From an optimization exercise on the open Yosys and OpenROAD flow, aimed at small area and a short achievable clock period; shortcuts taken in it are not production practice.
At most, simulation tests tie the RTL to the original design; equivalence was not proved.
No activity file was given, so power comes from the tool's default toggle rates.

Setup of job 104:
// fp_mul
module fp_mul(clk, op1, op2, result, under, over);
input wire clk;
input wire [15:0] op1, op2;
output wire [15:0] result;
output wire under, over;
reg [10:0] sa, sb;
reg [4:0] e1;
reg sg1;
always @(posedge clk)
begin
	sa <= op1[10:0];
	sb <= op2[10:0];
	e1 <= {1'b0, op1[14:11]} + {1'b0, op2[14:11]} - 5'd7;
	sg1 <= op1[15] ^ op2[15];
end
wire [20:0] rx, ry;
fp1 stage1(.a(sa), .b(sb), .rx(rx), .ry(ry));
wire [20:0] px = rx, py = ry;
wire [15:0] lo = {1'b0, px[14:0]} + {1'b0, py[14:0]};
reg [5:0] hx, hy;
reg hc;
reg [5:0] lo2;
reg [4:0] e2;
reg sg2;
always @(posedge clk)
begin
	hx <= px[20:15];
	hy <= py[20:15];
	hc <= lo[15];
	lo2 <= lo[14:9];
	e2 <= e1;
	sg2 <= sg1;
end
wire [5:0] hi = hx + hy + hc;
wire [20:9] s = {hi, lo2};
fp2 stage2(.s(s), .e(e2), .sign(sg2), .fp_result(result), .under(under), .over(over));
endmodule
clock: 5.3 ns
lec_check: 0
cap_margin: 20
core_margin: 2
core_utilization: 40
cts_buf_list: sky130_fd_sc_hd__clkbuf_8
setup_slack_margin: 1.5
slew_margin: 20
synth_hierarchical: 1
synth_minimum_keep_size: 0
standard.sh (not shown) runs the stock make flow with config.mk's settings and CLKGATE_MAP_FILE= SYNTH_SCRIPT=/design/flow/synth_recipe.tcl, a recipe that flattens the netlist after the stock synthesis.
==> flow/flow/run.sh <==
#!/bin/bash
# The standard layout (the standard.sh), with plain buf_1 cells as the
# input and output port buffers instead of the ones buffer_ports picks.
export BUFFER_PORTS_ARGS="-buffer_cell sky130_fd_sc_hd__buf_1"
bash standard.sh > standard.log 2>&1
Inputs modified between job 104 and job 105:
Settings: swapping 1.5 for 2.0 in SETUP_SLACK_MARGIN.
### Flow results
- Job 105 closes out successfully: all stages finished, all timing, DRC and antenna checks passed.
- Looking at post-layout worst setup margin across job 105 and job 104, the one that comes out higher is job 105.
- Looking at length of routed met3 wiring across job 105 and job 104, the one that comes out lower is job 105.
- On sequential power, job 104 tracks job 105 almost exactly.
- Job 105 -> job 104: placer's final routability congestion estimate flat
- Job 105 vs job 104 on part of the total power dissipated in combinational logic: job 105 is the higher one.
- Going from job 104 to job 105, delay of the slowest critical-path stage higher; critical path depth went up; area of the multi-input gates has increased; maximum frequency went up about 0.9%; share of the cycle needed by the critical path after routing now sits lower.
- Wire length delta for job 105 relative to job 104: about 6% higher
No run of this note included a check of the RTL's function; only the layout flow was run.

---

Another version of the RTL of fp_mul (not shown whole).
Size: ~500 cells after synthesis, ~52 flip-flops, about 51 I/O pins, ~5400 sq um of cells after synthesis.
Settings: LEC_CHECK=0, CAP_MARGIN=20, CORE_MARGIN=2, CORE_UTILIZATION=40, SETUP_SLACK_MARGIN=1.2, SLEW_MARGIN=20, SYNTH_HIERARCHICAL=1, SYNTH_MINIMUM_KEEP_SIZE=0; clock period 5.3 ns.
run.sh (not shown) runs the stock make flow with config.mk's settings and CLKGATE_MAP_FILE= SYNTH_SCRIPT=/design/flow/synth_recipe.tcl, a recipe that flattens the netlist after the stock synthesis.
Stock flow here: none of the scripts above is used.
Then changed:
--- a/flow/config.mk
+++ b/flow/config.mk
@@ -7,0 +8 @@
+export ABC_AREA = 1
@@ -11 +12 @@
-export SETUP_SLACK_MARGIN = 1.2
+export SETUP_SLACK_MARGIN = 1.6
Outcome:
- The changed run completed with no timing, DRC or antenna violations
- area after synthesis went up by about a fifth
- total power drops by about a fifth
- via count is higher by well over a third
- clock-buffer cell count goes down by 1
- routed wire length rises by a quarter to a third
- worst setup slack is better by 0.55 ns
- design area climbs by roughly a tenth
- global-route usage came out higher by 2.9 points
- critical path depth grows by 3
- clock power goes down by roughly a tenth
- first-iteration DRC count goes up to 2.6 times its value
Function was not checked in any run of this note: the RTL went through the layout flow alone.

---

tundra:
Another version of the RTL of fp_mul (not shown whole).
For scale: roughly 490 cells after synthesis, ~51 I/O pins, roughly 5200 sq um of cells after synthesis.
export LEC_CHECK = 0
export CAP_MARGIN = 20
export CORE_MARGIN = 2
export CORE_UTILIZATION = 40
export SETUP_SLACK_MARGIN = 2.2
export SLEW_MARGIN = 20
export SYNTH_HIERARCHICAL = 1
export SYNTH_MINIMUM_KEEP_SIZE = 0
export TNS_END_PERCENT = 10
create_clock -name core_clock -period 5.3 [get_ports {clk}]
standard.sh (not shown) runs the stock make flow with config.mk's settings and CLKGATE_MAP_FILE= SYNTH_SCRIPT=/design/flow/synth_recipe.tcl, a recipe that flattens the netlist after the stock synthesis.
==> flow/flow/run.sh <==
#!/bin/bash
# The standard layout (the standard.sh) with changes: plain buf_1
# cells as the input and output port buffers instead of the ones
# buffer_ports picks, clock tree synthesis without dummy load cells,
# and the ORFS settings below.
export BUFFER_PORTS_ARGS="-buffer_cell sky130_fd_sc_hd__buf_1"
export CTS_ARGS="-sink_clustering_enable -repair_clock_nets -buf_list sky130_fd_sc_hd__clkbuf_8 -dont_use_dummy_load"
export SETUP_MOVE_SEQUENCE="unbuffer,sizeup,swap"
bash standard.sh > standard.log 2>&1
Looking at the reports, tundra completed the entire flow and the layout it produced met the timing, DRC and antenna checks.
> inputs changed (tundra -> harbor)
- SETUP_SLACK_MARGIN: 2.2 -> 2.0
diff --git a/flow/flow/run.sh b/flow/flow/run.sh
--- a/flow/flow/run.sh
+++ b/flow/flow/run.sh
@@ -5,5 +5,5 @@
 # and the ORFS settings below.
 export BUFFER_PORTS_ARGS="-buffer_cell sky130_fd_sc_hd__buf_1"
-export CTS_ARGS="-sink_clustering_enable -repair_clock_nets -buf_list sky130_fd_sc_hd__clkbuf_8 -dont_use_dummy_load"
+export CTS_ARGS="-repair_clock_nets -buf_list sky130_fd_sc_hd__clkbuf_16 -dont_use_dummy_load -sink_clustering_size 30 -sink_clustering_max_diameter 300 -sink_clustering_enable"
 export SETUP_MOVE_SEQUENCE="unbuffer,sizeup,swap"
 bash standard.sh > standard.log 2>&1
[summary]
- The run showing the greater leakage power summed over all cells is harbor.
- Maximum frequency (harbor vs. tundra) decreases by a few percent
- harbor vs. tundra: max-cap check violation count level; total chip power moved up; power of the clock network moved up; wire length after detailed routing moved up.
- In the flow results for harbor and tundra, the share of the core filled with cells is smaller on harbor.
- Between tundra and harbor, the flow reports via count of the first global-routing pass decreasing by a few percent.
Relative to harbor, the following input files were edited for yarrow:
- TNS_END_PERCENT: 10 -> unset
- CORE_UTILIZATION: 40 -> 60
==> flow/flow/run.sh <==
#!/bin/bash
# The standard layout (the standard.sh) with changes: plain buf_1
# cells as the input and output port buffers instead of the ones
# buffer_ports picks, clock tree synthesis without dummy load cells,
# and the ORFS settings below.
export BUFFER_PORTS_ARGS="-buffer_cell sky130_fd_sc_hd__buf_1"
export CTS_ARGS="-sink_clustering_enable -repair_clock_nets -buf_list sky130_fd_sc_hd__clkbuf_8 -dont_use_dummy_load"
export SETUP_MOVE_SEQUENCE="unbuffer,sizeup,swap"
bash standard.sh > standard.log 2>&1
yarrow has combinational power share above what harbor had. Between yarrow and harbor, the difference in via count is negligible. [compare] base=harbor new=yarrow: inserted tap cell count now smaller; count of cell instances traversed by the critical path now larger. Compared with harbor, in yarrow sequential power barely changed; internal power summed over all cells lower. yarrow vs. harbor: clock share of power went down by 4.9 points. Per the comparison of yarrow with harbor, sum of routed wire length over all layers went down, clock latency on the worst-skew pair did not really move, final number of hold-violating endpoints did not really move, first-pass GRT wire length went down.
--- input diff yarrow..juniper ---
- TNS_END_PERCENT: unset -> 10
- CORE_UTILIZATION: 60 -> 40
diff --git a/flow/flow/run.sh b/flow/flow/run.sh
--- a/flow/flow/run.sh
+++ b/flow/flow/run.sh
@@ -6,4 +6,4 @@
 export BUFFER_PORTS_ARGS="-buffer_cell sky130_fd_sc_hd__buf_1"
 export CTS_ARGS="-sink_clustering_enable -repair_clock_nets -buf_list sky130_fd_sc_hd__clkbuf_8 -dont_use_dummy_load"
-export SETUP_MOVE_SEQUENCE="unbuffer,sizeup,swap"
+
 bash standard.sh > standard.log 2>&1
### Flow results
From yarrow to juniper the numbers moved as follows: setup slack after layout now sits lower; final-layout fill cell count went up by about 60%; non-clock buffer count went up by 1.
Transition time at the pin with the least slew margin: juniper vs yarrow down 0.13 ns
Looking at endpoint of the most critical setup path, the bs0r[3] result is from yarrow; the bs1r[3] one comes from juniper.
#### Input delta (willow over juniper)
diff --git a/flow/flow/run.sh b/flow/flow/run.sh
--- a/flow/flow/run.sh
+++ b/flow/flow/run.sh
@@ -6,4 +6,4 @@
 export BUFFER_PORTS_ARGS="-buffer_cell sky130_fd_sc_hd__buf_1"
 export CTS_ARGS="-sink_clustering_enable -repair_clock_nets -buf_list sky130_fd_sc_hd__clkbuf_8 -dont_use_dummy_load"
-
+export SETUP_MOVE_SEQUENCE="unbuffer,sizeup,swap"
 bash standard.sh > standard.log 2>&1
[summary]
Looking at total chip power across willow and juniper, the one that comes out lower is willow. willow ends up with a share of total power in sequential cells that is 0.2 points higher than in juniper. Between willow and juniper, the post-route cell area does not differ in any meaningful way.

re-timing with driven ports:
No port has a modelled driver above. Below, the same layouts with a new extraction and two added sets of constraints. Step 1, drivers: a clkbuf_16 drives clk and a buf_2 each remaining input, both assumed. Step 2 adds t to the input delays and takes it off the output delays; t is the mean of the earliest and latest rising clock arrival at the registers after step 1. Input paths then give back, and output paths get back, about the clock's delay inside the block. a / b / c = no drivers / after step 1 / after step 2; a / b = the first two.
run	t, ns	setup WS [ns]	worst slew at a driven data input, ns	pins driven straight from the clock port
job 104	0.364	1.421 / 1.421 / 1.421	0.03	1
job 105	0.365	1.457 / 1.457 / 1.457	0.04	1
the first run of note 2	0.336	1.269 / 1.269 / 1.269	0.04	1
the second run of note 2	0.342	1.816 / 1.816 / 1.816	0.03	1
tundra	0.340	2.196 / 2.180 / 2.196	0.04	1
harbor	0.349	2.114 / 2.114 / 2.114	0.04	1
yarrow	0.350	2.104 / 2.104 / 2.104	0.03	1
juniper	0.346	2.065 / 2.065 / 2.065	0.04	1
willow	0.343	2.116 / 2.116 / 2.116	0.04	1
After both steps setup and hold are still met in every run listed.
